What follows belongs to an exercise in optimizing a design on an open flow for small area and a short achievable clock period; a production flow would make more cautious choices. No functional check of the RTL was part of any run shown here. Power and IR drop assume default switching activity.

## flow/design.v (module list and top-level ports; edited modules follow where they fit)
// module FIR: 2391 lines
// module fa3: 4 lines
// module ha2: 4 lines
// module hb2: 4 lines
// module xn2: 3 lines
// module or2m: 3 lines
// module rz: 3 lines
// module rs: 3 lines
module FIR #
(
    parameter inbit = 11,
    parameter outbit = 23,
    parameter n=32
)
(
    input rst,
    input clk,
    input wire signed [inbit-1:0] infix,
    output reg signed [outbit-1:0] outfix
);
  // ...
==> flow/run.sh <==
#!/bin/bash
# synth_recipe.tcl (not shown) runs the flow's synth.tcl, then flattens the netlist and writes it again
# the make line also repeats each setting of config.mk as NAME=value (left out here)
make -C /OpenROAD-flow-scripts/flow DESIGN_CONFIG=/design/flow/config.mk WORK_HOME=/design/flow/orfs CLKGATE_MAP_FILE= SYNTH_SCRIPT=/design/flow/synth_recipe.tcl finish
==> flow/config.mk <==
export PLATFORM = sky130hd
export DESIGN_NAME = FIR
export DESIGN_NICKNAME = FIR
export VERILOG_FILES = /design/flow/design.v
export SDC_FILE = /design/flow/constraint.sdc
export NUM_CORES = 4
export LEC_CHECK = 0
export CAP_MARGIN = 20
export CORE_MARGIN = 2
export CORE_UTILIZATION = 40
export SETUP_SLACK_MARGIN = 2.2
export SLEW_MARGIN = 20
export SYNTH_HIERARCHICAL = 1
==> flow/constraint.sdc <==
create_clock -name core_clock -period 4.2 [get_ports {clk}]
set_input_delay 0.8400 -clock core_clock [delete_from_list [all_inputs] [get_ports {clk}]]
set_output_delay 0.8400 -clock core_clock [all_outputs]
set_load 0.01 [all_outputs]
==> metrics.cfg, run 1 <==
[status]
status = no timing/DRC/antenna violations

[synth]
synth.cell_area_um2 = 30600

[timing]
achievable-frequency_mhz = 456
final.setup.tns_ps = 0
min_period_ps = 2190
worst_slack_ps = 2010
finalSetupViolCount = 0
worst_slew_pin_slew_ps = 818
min_period_over_period_pct = 52.2
holdWs_ps = 362
drv_slew = 0

[place]
gp_routability_congestion = 0.845
numPortBuffers = 35
post_dp_cell_area_um2 = 32300
placed_cells = 3315
dp_worst_setup_slack_ps = 1090

[detailed_routing]
drt-total-wl_mm = 59.7
routed_via_density = 4.64
vias = 16300
detailedRoute.firstIterationViolations = 619
drt-pass1-iter-count = 4

[power]
powerSeq_mw = 8.00
power.sequential.fraction_pct = 41.5

[finish]
largest_cell_class = multi-input combinational cells
multi_input_combinational = 1524
signal_buffer_area_fraction_pct = 2.55
fraction_of_area_in_multi_input_gates_pct = 46.1
flow.area_growth_from_synthesis_pct = 18.4

[worst_setup_path]
crit_end = outfix[14]
end_kind = register
cp_slowest_cell = fa_2
cp-startpoint = X[0]
critical_path.n_buffers_inverters = 1
cpPeakStageDelay_ps = 370

[floorplanning]
die_h_um = 280
tapcell.inserted = 978
floorplan.die_area_um2 = 78600
floorplan.initialDensity_pct = 40.3
core_um2 = 75800

[global_route]
grt.busiest_layer = met2
grt_overflow = 0

==> run 2, diff against run 1 <==
--- a/flow/design.v
+++ b/flow/design.v
@@ -1892,19 +1892,463 @@
   rz g517 (.r(rst), .a(s65), .y(dA12_12_0));
   rs g518 (.rn(rstn), .a(c62), .y(dA12_12_1));
   rs g519 (.rn(rstn), .a(s67), .y(dA12_13_0));
   rs g520 (.rn(rstn), .a(s69), .y(dA12_14_0));
   rs g521 (.rn(rstn), .a(s71), .y(dA12_15_0));
   rz g522 (.r(rst), .a(c72), .y(dA12_16_0));
   rz g523 (.r(rst), .a(1'b1), .y(dA12_17_0));
   rz g524 (.r(rst), .a(1'b1), .y(dA12_18_0));
-  wire [19:0] fs0 = {A0_19_0, A0_18_0, A0_17_0, A0_16_0, A0_15_0, A0_14_0, A0_13_0, A0_12_0, A0_11_0, A0_10_0, A0_9_0, A0_8_0, A0_7_0, A0_6_0, A0_5_0, A0_4_0, A0_3_0, A0_2_0, A0_1_0, A0_0_0};
-  wire [19:0] fs1 = {A0_19_1, A0_18_1, A0_17_1, A0_16_1, A0_15_1, A0_14_1, A0_13_1, A0_12_1, A0_11_1, A0_10_1, A0_9_1, A0_8_1, A0_7_1, A0_6_1, A0_5_1, A0_4_1, 1'b0, A0_2_1, A0_1_1, A0_0_1};
-  wire [19:0] fsum = fs0 + fs1;
+  wire [19:0] fsum;
+  wire kx1;
+  wire kg2;
+  wire kp3;
+  wire kx4;
+  wire kg5;
+  wire kp6;
+  wire kx7;
+  wire kg8;
+  wire kp9;
+  wire kx10;
+  wire kg11;
+  wire kp12;
+  wire kx13;
+  wire kg14;
+  wire kp15;
+  wire kx16;
+  wire kg17;
+  wire kp18;
+  wire kx19;
+  wire kg20;
+  wire kp21;
+  wire kx22;
+  wire kg23;
+  wire kp24;
+  wire kx25;
+  wire kg26;
+  wire kp27;
+  wire kx28;
+  wire kg29;
+  wire kp30;
+  wire kx31;
+  wire kg32;
+  wire kp33;
+  wire kx34;
+  wire kg35;
+  wire kp36;
+  wire kx37;
+  wire kg38;
+  wire kp39;
+  wire kx40;
+  wire kg41;
+  wire kp42;
+  wire kx43;
+  wire kg44;
+  wire kp45;
+  wire kx46;
+  wire kg47;
+  wire kp48;
+  wire kx49;
+  wire kg50;
+  wire kp51;
+  wire kx52;
+  wire kg53;
+  wire kp54;
+  wire kx55;
+  wire kg56;
+  wire kp57;
+  wire kg58;
+  wire kp59;
+  wire kg60;
+  wire kp61;
+  wire kg62;
+  wire kp63;
+  wire kg64;
+  wire kp65;
+  wire kg66;
+  wire kp67;
+  wire kg68;
+  wire kp69;
+  wire kg70;
+  wire kp71;
+  wire kg72;
+  wire kp73;
+  wire kg74;
+  wire kp75;
+  wire kg76;
+  wire kp77;
+  wire kg78;
+  wire kp79;
+  wire kg80;
+  wire kp81;
+  wire kg82;
+  wire kp83;
+  wire kg84;
+  wire kp85;
+  wire kg86;
+  wire kp87;
+  wire kp88;
+  wire kg89;
+  wire kp90;
+  wire kg91;
+  wire kp92;
+  wire kg93;
+  wire kp94;
+  wire kg95;
+  wire kp96;
+  wire kg97;
+  wire kp98;
+  wire kg99;
+  wire kp100;
+  wire kg101;
+  wire kp102;
+  wire kg103;
+  wire kp104;
+  wire kg105;
+  wire kp106;
+  wire kg107;
+  wire kp108;
+  wire kg109;
+  wire kp110;
+  wire kg111;
+  wire kp112;
+  wire kg113;
+  wire kp114;
+  wire kg115;
+  wire kp116;
+  wire kg117;
+  wire kp118;
+  wire kg119;
+  wire kp120;
+  wire kg121;
+  wire kp122;
+  wire kg123;
+  wire kp124;
+  wire kg125;
+  wire kp126;
+  wire kg127;
+  wire kp128;
+  wire kg129;
+  wire kp130;
+  wire kg131;
+  wire kp132;
+  wire kg133;
+  wire kp134;
+  wire kg135;
+  wire kp136;
+  wire kg137;
+  wire kp138;
+  wire kg139;
+  wire kp140;
+  wire kg141;
+  wire kp142;
+  wire kg143;
+  wire kp144;
+  wire kg145;
+  wire kp146;
+  wire kg147;
+  wire kp148;
+  wire kg149;
+  wire kp150;
+  wire kg151;
+  wire kp152;
+  wire kg153;
+  wire kp154;
+  wire kg155;
+  wire kp156;
+  wire kg157;
+  wire kp158;
+  wire kg159;
+  wire kp160;
+  wire kg161;
+  wire kp162;
+  wire kg163;
+  wire kp164;
+  wire kg165;
+  wire kp166;
+  wire kg167;
+  wire kp168;
+  wire kg169;
+  wire kp170;
+  wire kg171;
+  wire kp172;
+  wire kg173;
+  wire kp174;
+  wire kg175;
+  wire kp176;
+  wire kg177;
+  wire kp178;
+  wire kg179;
+  wire kp180;
+  wire kg181;
+  wire kp182;
+  wire kg183;
+  wire kp184;
+  wire kg185;
+  wire kp186;
+  wire kg187;
+  wire kp188;
+  wire kg189;
+  wire kp190;
+  wire kg191;
+  wire kp192;
+  wire kg193;
+  wire kp194;
+  assign fsum[0] = kx1;
+  wire ks195;
+  assign fsum[1] = ks195;
+  wire ks196;
+  assign fsum[2] = ks196;
+  wire ks197;
+  assign fsum[3] = ks197;
+  wire ks198;
+  assign fsum[4] = ks198;
+  wire ks199;
+  assign fsum[5] = ks199;
+  wire ks200;
+  assign fsum[6] = ks200;
+  wire ks201;
+  assign fsum[7] = ks201;
+  wire ks202;
+  assign fsum[8] = ks202;
+  wire ks203;
+  assign fsum[9] = ks203;
+  wire ks204;
+  assign fsum[10] = ks204;
+  wire ks205;
+  assign fsum[11] = ks205;
+  wire ks206;
+  assign fsum[12] = ks206;
+  wire ks207;
+  assign fsum[13] = ks207;
+  wire ks208;
+  assign fsum[14] = ks208;
+  wire ks209;
+  assign fsum[15] = ks209;
+  wire ks210;
+  assign fsum[16] = ks210;
+  wire ks211;
+  assign fsum[17] = ks211;
+  wire ks212;
+  assign fsum[18] = ks212;
+  wire ks213;
+  assign fsum[19] = ks213;
+  xr2 m1 (.a(A0_0_0), .b(A0_0_1), .y(kx1));
+  an2 m2 (.a(A0_0_0), .b(A0_0_1), .y(kg2));
+  or2m m3 (.a(A0_0_0), .b(A0_0_1), .y(kp3));
+  xr2 m4 (.a(A0_1_0), .b(A0_1_1), .y(kx4));
+  an2 m5 (.a(A0_1_0), .b(A0_1_1), .y(kg5));
+  or2m m6 (.a(A0_1_0), .b(A0_1_1), .y(kp6));
+  xr2 m7 (.a(A0_2_0), .b(A0_2_1), .y(kx7));
+  an2 m8 (.a(A0_2_0), .b(A0_2_1), .y(kg8));
+  or2m m9 (.a(A0_2_0), .b(A0_2_1), .y(kp9));
+  xr2 m10 (.a(A0_4_0), .b(A0_4_1), .y(kx10));
+  an2 m11 (.a(A0_4_0), .b(A0_4_1), .y(kg11));
+  or2m m12 (.a(A0_4_0), .b(A0_4_1), .y(kp12));
+  xr2 m13 (.a(A0_5_0), .b(A0_5_1), .y(kx13));
+  an2 m14 (.a(A0_5_0), .b(A0_5_1), .y(kg14));
+  or2m m15 (.a(A0_5_0), .b(A0_5_1), .y(kp15));
+  xr2 m16 (.a(A0_6_0), .b(A0_6_1), .y(kx16));
+  an2 m17 (.a(A0_6_0), .b(A0_6_1), .y(kg17));
+  or2m m18 (.a(A0_6_0), .b(A0_6_1), .y(kp18));
+  xr2 m19 (.a(A0_7_0), .b(A0_7_1), .y(kx19));
+  an2 m20 (.a(A0_7_0), .b(A0_7_1), .y(kg20));
+  or2m m21 (.a(A0_7_0), .b(A0_7_1), .y(kp21));
+  xr2 m22 (.a(A0_8_0), .b(A0_8_1), .y(kx22));
+  an2 m23 (.a(A0_8_0), .b(A0_8_1), .y(kg23));
+  or2m m24 (.a(A0_8_0), .b(A0_8_1), .y(kp24));
+  xr2 m25 (.a(A0_9_0), .b(A0_9_1), .y(kx25));
+  an2 m26 (.a(A0_9_0), .b(A0_9_1), .y(kg26));
+  or2m m27 (.a(A0_9_0), .b(A0_9_1), .y(kp27));
+  xr2 m28 (.a(A0_10_0), .b(A0_10_1), .y(kx28));
+  an2 m29 (.a(A0_10_0), .b(A0_10_1), .y(kg29));
+  or2m m30 (.a(A0_10_0), .b(A0_10_1), .y(kp30));
+  xr2 m31 (.a(A0_11_0), .b(A0_11_1), .y(kx31));
+  an2 m32 (.a(A0_11_0), .b(A0_11_1), .y(kg32));
+  or2m m33 (.a(A0_11_0), .b(A0_11_1), .y(kp33));
+  xr2 m34 (.a(A0_12_0), .b(A0_12_1), .y(kx34));
+  an2 m35 (.a(A0_12_0), .b(A0_12_1), .y(kg35));
+  or2m m36 (.a(A0_12_0), .b(A0_12_1), .y(kp36));
+  xr2 m37 (.a(A0_13_0), .b(A0_13_1), .y(kx37));
+  an2 m38 (.a(A0_13_0), .b(A0_13_1), .y(kg38));
+  or2m m39 (.a(A0_13_0), .b(A0_13_1), .y(kp39));
+  xr2 m40 (.a(A0_14_0), .b(A0_14_1), .y(kx40));
+  an2 m41 (.a(A0_14_0), .b(A0_14_1), .y(kg41));
+  or2m m42 (.a(A0_14_0), .b(A0_14_1), .y(kp42));
+  xr2 m43 (.a(A0_15_0), .b(A0_15_1), .y(kx43));
+  an2 m44 (.a(A0_15_0), .b(A0_15_1), .y(kg44));
+  or2m m45 (.a(A0_15_0), .b(A0_15_1), .y(kp45));
+  xr2 m46 (.a(A0_16_0), .b(A0_16_1), .y(kx46));
+  an2 m47 (.a(A0_16_0), .b(A0_16_1), .y(kg47));
+  or2m m48 (.a(A0_16_0), .b(A0_16_1), .y(kp48));
+  xr2 m49 (.a(A0_17_0), .b(A0_17_1), .y(kx49));
+  an2 m50 (.a(A0_17_0), .b(A0_17_1), .y(kg50));
+  or2m m51 (.a(A0_17_0), .b(A0_17_1), .y(kp51));
+  xr2 m52 (.a(A0_18_0), .b(A0_18_1), .y(kx52));
+  an2 m53 (.a(A0_18_0), .b(A0_18_1), .y(kg53));
+  or2m m54 (.a(A0_18_0), .b(A0_18_1), .y(kp54));
+  xr2 m55 (.a(A0_19_0), .b(A0_19_1), .y(kx55));
+  an2 m56 (.a(A0_19_0), .b(A0_19_1), .y(kg56));
+  or2m m57 (.a(A0_19_0), .b(A0_19_1), .y(kp57));
+  ao21 m58 (.a(kp57), .b(kg53), .c(kg56), .y(kg58));
+  an2 m59 (.a(kp57), .b(kp54), .y(kp59));
+  ao21 m60 (.a(kp54), .b(kg50), .c(kg53), .y(kg60));
+  an2 m61 (.a(kp54), .b(kp51), .y(kp61));
+  ao21 m62 (.a(kp51), .b(kg47), .c(kg50), .y(kg62));
+  an2 m63 (.a(kp51), .b(kp48), .y(kp63));
+  ao21 m64 (.a(kp48), .b(kg44), .c(kg47), .y(kg64));
+  an2 m65 (.a(kp48), .b(kp45), .y(kp65));
+  ao21 m66 (.a(kp45), .b(kg41), .c(kg44), .y(kg66));
+  an2 m67 (.a(kp45), .b(kp42), .y(kp67));
+  ao21 m68 (.a(kp42), .b(kg38), .c(kg41), .y(kg68));
+  an2 m69 (.a(kp42), .b(kp39), .y(kp69));
+  ao21 m70 (.a(kp39), .b(kg35), .c(kg38), .y(kg70));
+  an2 m71 (.a(kp39), .b(kp36), .y(kp71));
+  ao21 m72 (.a(kp36), .b(kg32), .c(kg35), .y(kg72));
+  an2 m73 (.a(kp36), .b(kp33), .y(kp73));
+  ao21 m74 (.a(kp33), .b(kg29), .c(kg32), .y(kg74));
+  an2 m75 (.a(kp33), .b(kp30), .y(kp75));
+  ao21 m76 (.a(kp30), .b(kg26), .c(kg29), .y(kg76));
+  an2 m77 (.a(kp30), .b(kp27), .y(kp77));
+  ao21 m78 (.a(kp27), .b(kg23), .c(kg26), .y(kg78));
+  an2 m79 (.a(kp27), .b(kp24), .y(kp79));
+  ao21 m80 (.a(kp24), .b(kg20), .c(kg23), .y(kg80));
+  an2 m81 (.a(kp24), .b(kp21), .y(kp81));
+  ao21 m82 (.a(kp21), .b(kg17), .c(kg20), .y(kg82));
+  an2 m83 (.a(kp21), .b(kp18), .y(kp83));
+  ao21 m84 (.a(kp18), .b(kg14), .c(kg17), .y(kg84));
+  an2 m85 (.a(kp18), .b(kp15), .y(kp85));
+  ao21 m86 (.a(kp15), .b(kg11), .c(kg14), .y(kg86));
+  an2 m87 (.a(kp15), .b(kp12), .y(kp87));
+  an2 m88 (.a(kp12), .b(A0_3_0), .y(kp88));
+  an2 m89 (.a(A0_3_0), .b(kg8), .y(kg89));
+  an2 m90 (.a(A0_3_0), .b(kp9), .y(kp90));
+  ao21 m91 (.a(kp9), .b(kg5), .c(kg8), .y(kg91));
+  an2 m92 (.a(kp9), .b(kp6), .y(kp92));
+  ao21 m93 (.a(kp6), .b(kg2), .c(kg5), .y(kg93));
+  an2 m94 (.a(kp6), .b(kp3), .y(kp94));
+  ao21 m95 (.a(kp59), .b(kg62), .c(kg58), .y(kg95));
+  an2 m96 (.a(kp59), .b(kp63), .y(kp96));
+  ao21 m97 (.a(kp61), .b(kg64), .c(kg60), .y(kg97));
+  an2 m98 (.a(kp61), .b(kp65), .y(kp98));
+  ao21 m99 (.a(kp63), .b(kg66), .c(kg62), .y(kg99));
+  an2 m100 (.a(kp63), .b(kp67), .y(kp100));
+  ao21 m101 (.a(kp65), .b(kg68), .c(kg64), .y(kg101));
+  an2 m102 (.a(kp65), .b(kp69), .y(kp102));
+  ao21 m103 (.a(kp67), .b(kg70), .c(kg66), .y(kg103));
+  an2 m104 (.a(kp67), .b(kp71), .y(kp104));
+  ao21 m105 (.a(kp69), .b(kg72), .c(kg68), .y(kg105));
+  an2 m106 (.a(kp69), .b(kp73), .y(kp106));
+  ao21 m107 (.a(kp71), .b(kg74), .c(kg70), .y(kg107));
+  an2 m108 (.a(kp71), .b(kp75), .y(kp108));
+  ao21 m109 (.a(kp73), .b(kg76), .c(kg72), .y(kg109));
+  an2 m110 (.a(kp73), .b(kp77), .y(kp110));
+  ao21 m111 (.a(kp75), .b(kg78), .c(kg74), .y(kg111));
+  an2 m112 (.a(kp75), .b(kp79), .y(kp112));
+  ao21 m113 (.a(kp77), .b(kg80), .c(kg76), .y(kg113));
+  an2 m114 (.a(kp77), .b(kp81), .y(kp114));
+  ao21 m115 (.a(kp79), .b(kg82), .c(kg78), .y(kg115));
+  an2 m116 (.a(kp79), .b(kp83), .y(kp116));
+  ao21 m117 (.a(kp81), .b(kg84), .c(kg80), .y(kg117));
+  an2 m118 (.a(kp81), .b(kp85), .y(kp118));
+  ao21 m119 (.a(kp83), .b(kg86), .c(kg82), .y(kg119));
+  an2 m120 (.a(kp83), .b(kp87), .y(kp120));
+  ao21 m121 (.a(kp85), .b(kg11), .c(kg84), .y(kg121));
+  an2 m122 (.a(kp85), .b(kp88), .y(kp122));
+  ao21 m123 (.a(kp87), .b(kg89), .c(kg86), .y(kg123));
+  an2 m124 (.a(kp87), .b(kp90), .y(kp124));
+  ao21 m125 (.a(kp88), .b(kg91), .c(kg11), .y(kg125));
+  an2 m126 (.a(kp88), .b(kp92), .y(kp126));
+  ao21 m127 (.a(kp90), .b(kg93), .c(kg89), .y(kg127));
+  an2 m128 (.a(kp90), .b(kp94), .y(kp128));
+  ao21 m129 (.a(kp92), .b(kg2), .c(kg91), .y(kg129));
+  an2 m130 (.a(kp92), .b(kp3), .y(kp130));
+  ao21 m131 (.a(kp96), .b(kg103), .c(kg95), .y(kg131));
+  an2 m132 (.a(kp96), .b(kp104), .y(kp132));
+  ao21 m133 (.a(kp98), .b(kg105), .c(kg97), .y(kg133));
+  an2 m134 (.a(kp98), .b(kp106), .y(kp134));
+  ao21 m135 (.a(kp100), .b(kg107), .c(kg99), .y(kg135));
+  an2 m136 (.a(kp100), .b(kp108), .y(kp136));
+  ao21 m137 (.a(kp102), .b(kg109), .c(kg101), .y(kg137));
+  an2 m138 (.a(kp102), .b(kp110), .y(kp138));
+  ao21 m139 (.a(kp104), .b(kg111), .c(kg103), .y(kg139));
+  an2 m140 (.a(kp104), .b(kp112), .y(kp140));
+  ao21 m141 (.a(kp106), .b(kg113), .c(kg105), .y(kg141));
+  an2 m142 (.a(kp106), .b(kp114), .y(kp142));
+  ao21 m143 (.a(kp108), .b(kg115), .c(kg107), .y(kg143));
+  an2 m144 (.a(kp108), .b(kp116), .y(kp144));
+  ao21 m145 (.a(kp110), .b(kg117), .c(kg109), .y(kg145));
+  an2 m146 (.a(kp110), .b(kp118), .y(kp146));
+  ao21 m147 (.a(kp112), .b(kg119), .c(kg111), .y(kg147));
+  an2 m148 (.a(kp112), .b(kp120), .y(kp148));
+  ao21 m149 (.a(kp114), .b(kg121), .c(kg113), .y(kg149));
+  an2 m150 (.a(kp114), .b(kp122), .y(kp150));
+  ao21 m151 (.a(kp116), .b(kg123), .c(kg115), .y(kg151));
+  an2 m152 (.a(kp116), .b(kp124), .y(kp152));
+  ao21 m153 (.a(kp118), .b(kg125), .c(kg117), .y(kg153));
+  an2 m154 (.a(kp118), .b(kp126), .y(kp154));
+  ao21 m155 (.a(kp120), .b(kg127), .c(kg119), .y(kg155));
+  an2 m156 (.a(kp120), .b(kp128), .y(kp156));
+  ao21 m157 (.a(kp122), .b(kg129), .c(kg121), .y(kg157));
+  an2 m158 (.a(kp122), .b(kp130), .y(kp158));
+  ao21 m159 (.a(kp124), .b(kg93), .c(kg123), .y(kg159));
+  an2 m160 (.a(kp124), .b(kp94), .y(kp160));
+  ao21 m161 (.a(kp126), .b(kg2), .c(kg125), .y(kg161));
+  an2 m162 (.a(kp126), .b(kp3), .y(kp162));
+  ao21 m163 (.a(kp132), .b(kg147), .c(kg131), .y(kg163));
+  an2 m164 (.a(kp132), .b(kp148), .y(kp164));
+  ao21 m165 (.a(kp134), .b(kg149), .c(kg133), .y(kg165));
+  an2 m166 (.a(kp134), .b(kp150), .y(kp166));
+  ao21 m167 (.a(kp136), .b(kg151), .c(kg135), .y(kg167));
+  an2 m168 (.a(kp136), .b(kp152), .y(kp168));
+  ao21 m169 (.a(kp138), .b(kg153), .c(kg137), .y(kg169));
+  an2 m170 (.a(kp138), .b(kp154), .y(kp170));
+  ao21 m171 (.a(kp140), .b(kg155), .c(kg139), .y(kg171));
+  an2 m172 (.a(kp140), .b(kp156), .y(kp172));
+  ao21 m173 (.a(kp142), .b(kg157), .c(kg141), .y(kg173));
+  an2 m174 (.a(kp142), .b(kp158), .y(kp174));
+  ao21 m175 (.a(kp144), .b(kg159), .c(kg143), .y(kg175));
+  an2 m176 (.a(kp144), .b(kp160), .y(kp176));
+  ao21 m177 (.a(kp146), .b(kg161), .c(kg145), .y(kg177));
+  an2 m178 (.a(kp146), .b(kp162), .y(kp178));
+  ao21 m179 (.a(kp148), .b(kg127), .c(kg147), .y(kg179));
+  an2 m180 (.a(kp148), .b(kp128), .y(kp180));
+  ao21 m181 (.a(kp150), .b(kg129), .c(kg149), .y(kg181));
+  an2 m182 (.a(kp150), .b(kp130), .y(kp182));
+  ao21 m183 (.a(kp152), .b(kg93), .c(kg151), .y(kg183));
+  an2 m184 (.a(kp152), .b(kp94), .y(kp184));
+  ao21 m185 (.a(kp154), .b(kg2), .c(kg153), .y(kg185));
+  an2 m186 (.a(kp154), .b(kp3), .y(kp186));
+  ao21 m187 (.a(kp164), .b(kg127), .c(kg163), .y(kg187));
+  an2 m188 (.a(kp164), .b(kp128), .y(kp188));
+  ao21 m189 (.a(kp166), .b(kg129), .c(kg165), .y(kg189));
+  an2 m190 (.a(kp166), .b(kp130), .y(kp190));
+  ao21 m191 (.a(kp168), .b(kg93), .c(kg167), .y(kg191));
+  an2 m192 (.a(kp168), .b(kp94), .y(kp192));
+  ao21 m193 (.a(kp170), .b(kg2), .c(kg169), .y(kg193));
+  an2 m194 (.a(kp170), .b(kp3), .y(kp194));
+  xr2 m195 (.a(kx4), .b(kg2), .y(ks195));
+  xr2 m196 (.a(kx7), .b(kg93), .y(ks196));
+  xr2 m197 (.a(A0_3_0), .b(kg129), .y(ks197));
+  xr2 m198 (.a(kx10), .b(kg127), .y(ks198));
+  xr2 m199 (.a(kx13), .b(kg161), .y(ks199));
+  xr2 m200 (.a(kx16), .b(kg159), .y(ks200));
+  xr2 m201 (.a(kx19), .b(kg157), .y(ks201));
+  xr2 m202 (.a(kx22), .b(kg155), .y(ks202));
+  xr2 m203 (.a(kx25), .b(kg185), .y(ks203));
+  xr2 m204 (.a(kx28), .b(kg183), .y(ks204));
+  xr2 m205 (.a(kx31), .b(kg181), .y(ks205));
+  xr2 m206 (.a(kx34), .b(kg179), .y(ks206));
+  xr2 m207 (.a(kx37), .b(kg177), .y(ks207));
+  xr2 m208 (.a(kx40), .b(kg175), .y(ks208));
+  xr2 m209 (.a(kx43), .b(kg173), .y(ks209));
+  xr2 m210 (.a(kx46), .b(kg171), .y(ks210));
+  xr2 m211 (.a(kx49), .b(kg193), .y(ks211));
+  xr2 m212 (.a(kx52), .b(kg191), .y(ks212));
+  xr2 m213 (.a(kx55), .b(kg189), .y(ks213));
   always @(posedge clk) begin
     X <= rst ? 11'h400 : wi;
     U0 <= rst ? 12'h800 : v0;
     U1 <= {dU1_11, dU1_10, dU1_9, dU1_8, dU1_7, dU1_6, dU1_5, dU1_4, dU1_3, dU1_2, dU1_1, dU1_0};
     U2 <= {dU2_11, dU2_10, dU2_9, dU2_8, dU2_7, dU2_6, dU2_5, dU2_4, dU2_3, dU2_2, dU2_1, dU2_0};
     U3 <= {dU3_11, dU3_10, dU3_9, dU3_8, dU3_7, dU3_6, dU3_5, dU3_4, dU3_3, dU3_2, dU3_1, dU3_0};
     U4 <= {dU4_11, dU4_10, dU4_9, dU4_8, dU4_7, dU4_6, dU4_5, dU4_4, dU4_3, dU4_2, dU4_1, dU4_0};
     U5 <= {dU5_11, dU5_10, dU5_9, dU5_8, dU5_7, dU5_6, dU5_5, dU5_4, dU5_3, dU5_2, dU5_1, dU5_0};
@@ -2403,14 +2847,23 @@
   or2m o (.a(a), .b(b), .y(co));
 endmodule
 module xn2 (input a, input b, output y);
   assign y = ~(a ^ b);
 endmodule
 module or2m (input a, input b, output y);
   assign y = a | b;
 endmodule
+module xr2 (input a, input b, output y);
+  assign y = a ^ b;
+endmodule
+module an2 (input a, input b, output y);
+  assign y = a & b;
+endmodule
+module ao21 (input a, input b, input c, output y);
+  assign y = (a & b) | c;
+endmodule
 module rz (input r, input a, output y);
   assign y = ~(r | a);
 endmodule
 module rs (input rn, input a, output y);
   assign y = ~(rn & a);
 endmodule
==> flow/config.mk (replaced) <==
export PLATFORM = sky130hd
export DESIGN_NAME = FIR
export DESIGN_NICKNAME = FIR
export VERILOG_FILES = /design/flow/design.v
export SDC_FILE = /design/flow/constraint.sdc
export NUM_CORES = 4
export LEC_CHECK = 0
export CAP_MARGIN = 20
export CORE_MARGIN = 2
export CORE_UTILIZATION = 40
export SETUP_SLACK_MARGIN = 2.1
export SLEW_MARGIN = 20
export SYNTH_HIERARCHICAL = 1
==> metrics.cfg, run 2 <==
[place]
dp.final_hpwl_mm = 43.9
dp_worst_setup_slack_ps = 1050  ; -30.4 ps
gp_routability_congestion = 0.846  ; +0.18%
numPortBuffers = 35  ; unchanged

[power]
total_power_mw = 19.5
power.density_cell_area_nw_per_um2 = 540
worst_vdd_drop_v = 0.000323
p_leak_nw = 14.2

[worst_setup_path]
worst-path-stages = 7
critical_path.cell_chain = ha_4 -> fa_2 -> a211o_1 -> a21oi_2 -> o21ai_2 -> a21oi_1 -> mux2_1
cpPeakStageDelay_ps = 380  ; about the same
worst-endpoint-required_ps = 4690
cp_slowest_cell = fa_2
category_of_the_worst_setup_path_launch_point = register
r2r.worst_path.cells = 7
end_kind = register
cp.arrival_ps = 2650
critical_path.n_buffers_inverters = 0  ; -1
critical_path.max_fanout = 3
timing.critical_path.max_delay_family = compound AO/OA/AOI/OAI gates
criticalPathCategory = reg2reg
ff2ff_setup_slack_ps = 2040

[finish]
layout.cells.most_common_list = 586 x dfxtp_1, 485 x fa_1, 282 x nor2_1
register_containing_the_most_flip_flops_in_the_final_layout = outfix
final_common_cell = dfxtp_1
flow.area_growth_from_synthesis_pct = 16.3
largest_reg_flops = 20
finalNetCount = 3084
drive_above_1_share_pct = 16.4

[floorplanning]
core_um2 = 77100  ; +1.7%
floorplan.die_area_um2 = 79700  ; +1.4%
row_count = 102
floorplan.initialDensity_pct = 40.2  ; -0.10 points
io-pin-count = 36
die_h_um = 282  ; +0.69%
floorplan.die.width_um = 282

[clocking]
clock-sinks = 713
clk_pin_slew_worst_paths_ps = 60
inserted_clock_buffers = 75
htree_num_levels = 3
clockRootBuffer = clkbuf_16
cts_tree = built
worstSkewPairLatency_ps = 630
cts_max_path_buffers = 3
post_cts_hold_buffer_count = 0

[detailed_routing]
postRouteAntennaNets = 0
vias = 16300  ; -0.26%
detailedRoute.firstIterationViolations = 731  ; +18%
drt-pass1-iter-count = 5  ; +1
route.detailed.drc = 0
routed_via_density = 4.54  ; -2.3%
drt-total-wl_mm = 60.4  ; +1.2%
route.detailed.wl_per_inst_um = 16.8

[timing]
holdWs_ps = 363  ; +1.05 ps
worst_slew_pin_slew_ps = 879  ; +60.7 ps
worst_slack_ps = 2040  ; +32.9 ps
min_period_over_period_pct = 51.4  ; -0.78 points
final_hold_viol_count = 0
finalSetupViolCount = 0  ; unchanged
final.setup.tns_ps = 0  ; unchanged
rsz0062_at_grt = true
min_period_ps = 2160  ; -32.9 ps
achievable-frequency_mhz = 463  ; +1.5%
relSlewSlack_pct = 41.4
clock-skew-final_ps = 31.1
drv_slew = 0  ; unchanged

[global_route]
grt_pass1_wl_mm = 102
grt_start_max_net_pins = 169
antenna_found_initial = 1
grt.total_usage_pct = 16.5
via_count_of_the_first_global_routing_pass = 18900
grt_overflow = 0  ; unchanged

[synth]
synth.cell_area_um2 = 31000  ; +1.4%
synth_warnings = 7
synthesis.area_per_instance_um2 = 13.1
synthesis.instances = 2366

[flow_run]
cap_viol_max_count = 0

[worst_hold_path]
whs_path_depth = 1
worstHoldPathType = reg2reg

[status]
status = no timing/DRC/antenna violations

[run 2: worst paths after layout]
kind / start / endpoint
min: A7_0_0 / A6_0_0
max reg2reg: X[0] / U0[10]
min reg2reg: A7_0_0 / A6_0_0
max: X[0] / U0[10]
[run 2: layout make-up]
type | count | area, um2
clock buffer | 100 | 2130
clock inverter | 33 | 460
antenna | 1 | 2.50
tap | 1040 | 1300
inverter | 54 | 218
multi-input combinational | 1577 | 16700
fill | 6904 | 41000
sequential | 713 | 14600
timing repair buffer | 68 | 636
[run 2: where the power goes]
group | leakage [nW] | total, mW | internal (mW) | switching, mW
Combinational | 7.07 | 4.54 | 2.31 | 2.23
Clock | 1.29 | 6.94 | 4.20 | 2.74
Sequential | 5.85 | 7.99 | 7.53 | 0.463
Total | 14.2 | 19.5 | 14.0 | 5.44
[run 2: stage by stage]
stage | area, um2 | util [%] | std cells
after CTS | 35700 | 46.3 | 3566
after global routing | 36000 | 46.8 | 3586
final | 36000 | 46.8 | 3586
after detailed placement | 32700 | 42.5 | 3425
after global placement | 32700 | 42.5 | 3425
after floorplan | 31100 | - | 2367
[run 2: metal layers]
layer | vias to the layer above | GRT usage, % | wire (um)
met5 | - | 0 | 0
met4 | 0 | 4.27 | 1160
met3 | 86 | 2.99 | 1890
met2 | 206 | 27.7 | 30000
met1 | 8452 | 22.1 | 27400
li1 | 7526 | - | -
[run 2: repair_timing]
action / in CTS / in global routing
resized for setup: 194 / 110
pin swaps: 9 / 28
cloned: 0 / 0
buffers inserted: 8 / 19
setup endpoints to repair: 189 / 92
==> run 3, diff against run 2 <==
--- a/flow/config.mk
+++ b/flow/config.mk
@@ -8,6 +8,6 @@
 export CAP_MARGIN = 20
 export CORE_MARGIN = 2
 export CORE_UTILIZATION = 40
-export SETUP_SLACK_MARGIN = 2.1
+export SETUP_SLACK_MARGIN = 2.3
 export SLEW_MARGIN = 20
 export SYNTH_HIERARCHICAL = 1
==> metrics.cfg, run 3 <==
[flow_run]
cap_viol_max_count = 0  ; unchanged

[finish]
ff_latch_area_um2 = 14700  ; +0.75%
multi_input_area_um2 = 17300  ; +4.0%
final.fill_count = 6757  ; -2.1%
flow.area_growth_from_synthesis_pct = 21.2
register_containing_the_most_flip_flops_in_the_final_layout = outfix
layout.cells.most_common_list = 558 x dfxtp_1, 296 x fa_1, 280 x nand2_1
final_common_cell = dfxtp_1
finalNetCount = 3173  ; +2.9%
drive_above_1_share_pct = 29.8  ; +13 points
count_of_antenna_diodes_in_the_layout = 0  ; -1
largest_reg_flops = 20  ; unchanged
stdcell_area_um2 = 37600  ; +4.2%

[power]
p_leak_nw = 14.6  ; +2.6%
power.density_cell_area_nw_per_um2 = 525  ; -2.8%
worst_vdd_drop_v = 0.000296  ; -8.1%

[detailed_routing]
routed_via_density = 4.56  ; +0.41%
wl_met2_mm = 31.6  ; +5.4%
wl_met1_mm = 27.8  ; +1.6%
top_layer_used = met4
route.detailed.drc = 0  ; unchanged
vias = 16700  ; +2.9%
met3WireLength_mm = 2.08  ; +9.8%
postRouteAntennaNets = 0  ; unchanged
route.detailed.wl_per_inst_um = 17.1  ; +1.5%
drt-total-wl_mm = 62.8  ; +4.0%
drt-pass1-iter-count = 4  ; -1
detailedRoute.firstIterationViolations = 664  ; -9.2%

[place]
post_dp_cell_area_um2 = 33000  ; +0.71%
gp_routability_congestion = 0.829  ; -2.0%
numPortBuffers = 35  ; unchanged
dp.final_hpwl_mm = 44.4  ; +1.1%

[worst_setup_path]
worst-endpoint-required_ps = 4690  ; about the same
end_kind = register
crit-reg2reg-launch = U11[3]
reg2reg_to = A6_7_1
ff2ff_setup_slack_ps = 2040  ; about the same
category_of_the_worst_setup_path_launch_point = register
criticalPathCategory = reg2reg
r2r.worst_path.cells = 4  ; -3
critical_path.max_fanout = 4  ; +1
cp.arrival_ps = 2640  ; about the same

[global_route]
antenna_found_initial = 0  ; -1
grt_overflow = 0  ; unchanged
via_count_of_the_first_global_routing_pass = 19300  ; +2.3%
grt.total_usage_pct = 17.1  ; +0.59 points
grt_pass1_wl_mm = 105  ; +3.0%
grt_start_max_net_pins = 167  ; -1.2%

[floorplanning]
floorplan.die_area_um2 = 79700  ; unchanged
core_um2 = 77100  ; unchanged
floorplan.initialDensity_pct = 40.2  ; unchanged
io-pin-count = 36  ; unchanged
floorplan.die.width_um = 282  ; unchanged
die_h_um = 282  ; unchanged
row_count = 102  ; unchanged

[synth]
synth_warnings = 7  ; unchanged
synthesis.instances = 2366  ; unchanged
synthesis.area_per_instance_um2 = 13.1  ; unchanged
synth.cell_area_um2 = 31000  ; unchanged

[worst_hold_path]
whs_path_depth = 1  ; unchanged
whs_endpoint = A6_0_1
worstHoldStart = A7_0_1
worstHoldPathType = reg2reg

[timing]
min_period_over_period_pct = 51.3  ; -0.066 points
final.setup.tns_ps = 0  ; unchanged
rsz0062_at_grt = true
finalSetupViolCount = 0  ; unchanged
achievable-frequency_mhz = 464  ; +0.13%
holdWs_ps = 362  ; -0.761 ps
clock-skew-final_ps = 20.2  ; -10.9 ps
worst_slew_pin_slew_ps = 894  ; +14.8 ps
min_period_ps = 2160  ; -2.78 ps
drv_slew = 0  ; unchanged
final_hold_viol_count = 0  ; unchanged
relSlewSlack_pct = 40.4  ; -0.99 points

[clocking]
clk_pin_slew_worst_paths_ps = 60  ; about the same
worstSkewPairLatency_ps = 620  ; about the same
cts_max_path_buffers = 3  ; unchanged
clockRootBuffer = clkbuf_16
cts_tree = built
inserted_clock_buffers = 75  ; unchanged
htree_num_levels = 3  ; unchanged
clock-sinks = 713  ; unchanged

[status]
status = no timing/DRC/antenna violations

-- run 3: cell count changes in the layout (fill, tap and decap cells not counted), sizes merged, moves of 2 or more --
| cell | previous run | this run |
|---|---|---|
| buf | 34 | 147 |
| clkbuf | 105 | 107 |
| clkinvlp | 0 | 2 |
| bufinv | 10 | 5 |
| dlygate4sd2 | 26 | 6 |
-- run 3: cell type report --
cell class | count | area share (%)
clock buffers | 105 | 5.88
clock inverters | 30 | 0.863
inverters | 54 | 0.570
multi-input cells | 1577 | 46.2
flip-flops and latches | 713 | 39.2
well taps | 1040 | 3.46
repair buffers | 157 | 3.83
-- run 3: power breakdown --
group / internal [mW] / switching, mW
clock network: 4.00 / 2.77
logic: 2.61 / 2.34
registers: 7.53 / 0.476
-- run 3: timing repair --
action                                  CTS  global route
setup buffers                            71            44
endpoints found under the setup margin  249           247
gates cloned                              0             0
resized for setup                       435           144
pin swaps                               121           136
hold buffers                              0             0
-- run 3: how the worst max path moves through the flow --
stage	startpoint	end	cells past startpoint	slack, ps
3_3_place_gp	infix[0]	U0[10]	8	1080
6_report	U11[3]	A6_7_1	4	2040
3_5_place_dp	infix[0]	U0[10]	8	1040
4_1_cts	U9[6]	A6_9_1	4	2070
2_1_floorplan	infix[0]	U0[10]	7	1750
5_1_grt	U9[3]	A10_6_1	4	2020
-- run 3: worst max-delay path: stages, from the launching register on --
cell,delay [ps]
dfxtp_4,380
fa_1,590
fa_1,460
fa_2,550
nor2_1,40
-- run 3: through the flow --
step	cells	utilization, %	power [mW]	setup WS [ps]
finish	3676	48.7	19.7	2040
global route	3676	48.7	21.1	2020
CTS	3632	47.7	19.8	2070
detailed placement	3426	42.8	12.9	1040
global placement	3426	42.8	12.8	1080
floorplan	2367	-	11.6	1750
-- run 3: metal layers --
layer	GRT usage, %	vias up
li1	-	7716
met1	22.8	8712
met2	29.0	208
met3	2.81	110
met4	4.63	0
met5	0	-

==> afterwards: timing with drivers on the ports <==
How much do the figures lean on ideal ports? The routed layouts below were timed once more, with nothing changed but the port constraints.
Step 1 sets driving cells, clkbuf_16 on the clock port and buf_2 on the other inputs (assumed; they add their load-dependent delay and slew).
Step 2 moves the port delays by t, midway between the first and last clock arrival at a register: inputs arrive t later, outputs are due t later. That takes back most of the time a late clock gives input paths.
Slacks: ideal / step 1 / step 2; pairs: ideal / step 1.
| run | shift t [ns] | slack for setup (ns) | pins driven straight from the clock port |
|---|---|---|---|
| run 1 | 0.663 | 2.009 / 2.009 / 1.408 | 1 |
| run 2 | 0.674 | 2.042 / 2.042 / 1.416 | 1 |
| run 3 | 0.669 | 2.045 / 2.045 / 1.505 | 1 |
After both steps setup and hold are still met in every run listed. For run 2, which loses most, drivers alone change the setup slack by 0.000 ns; drivers and shift together by -0.626 ns.
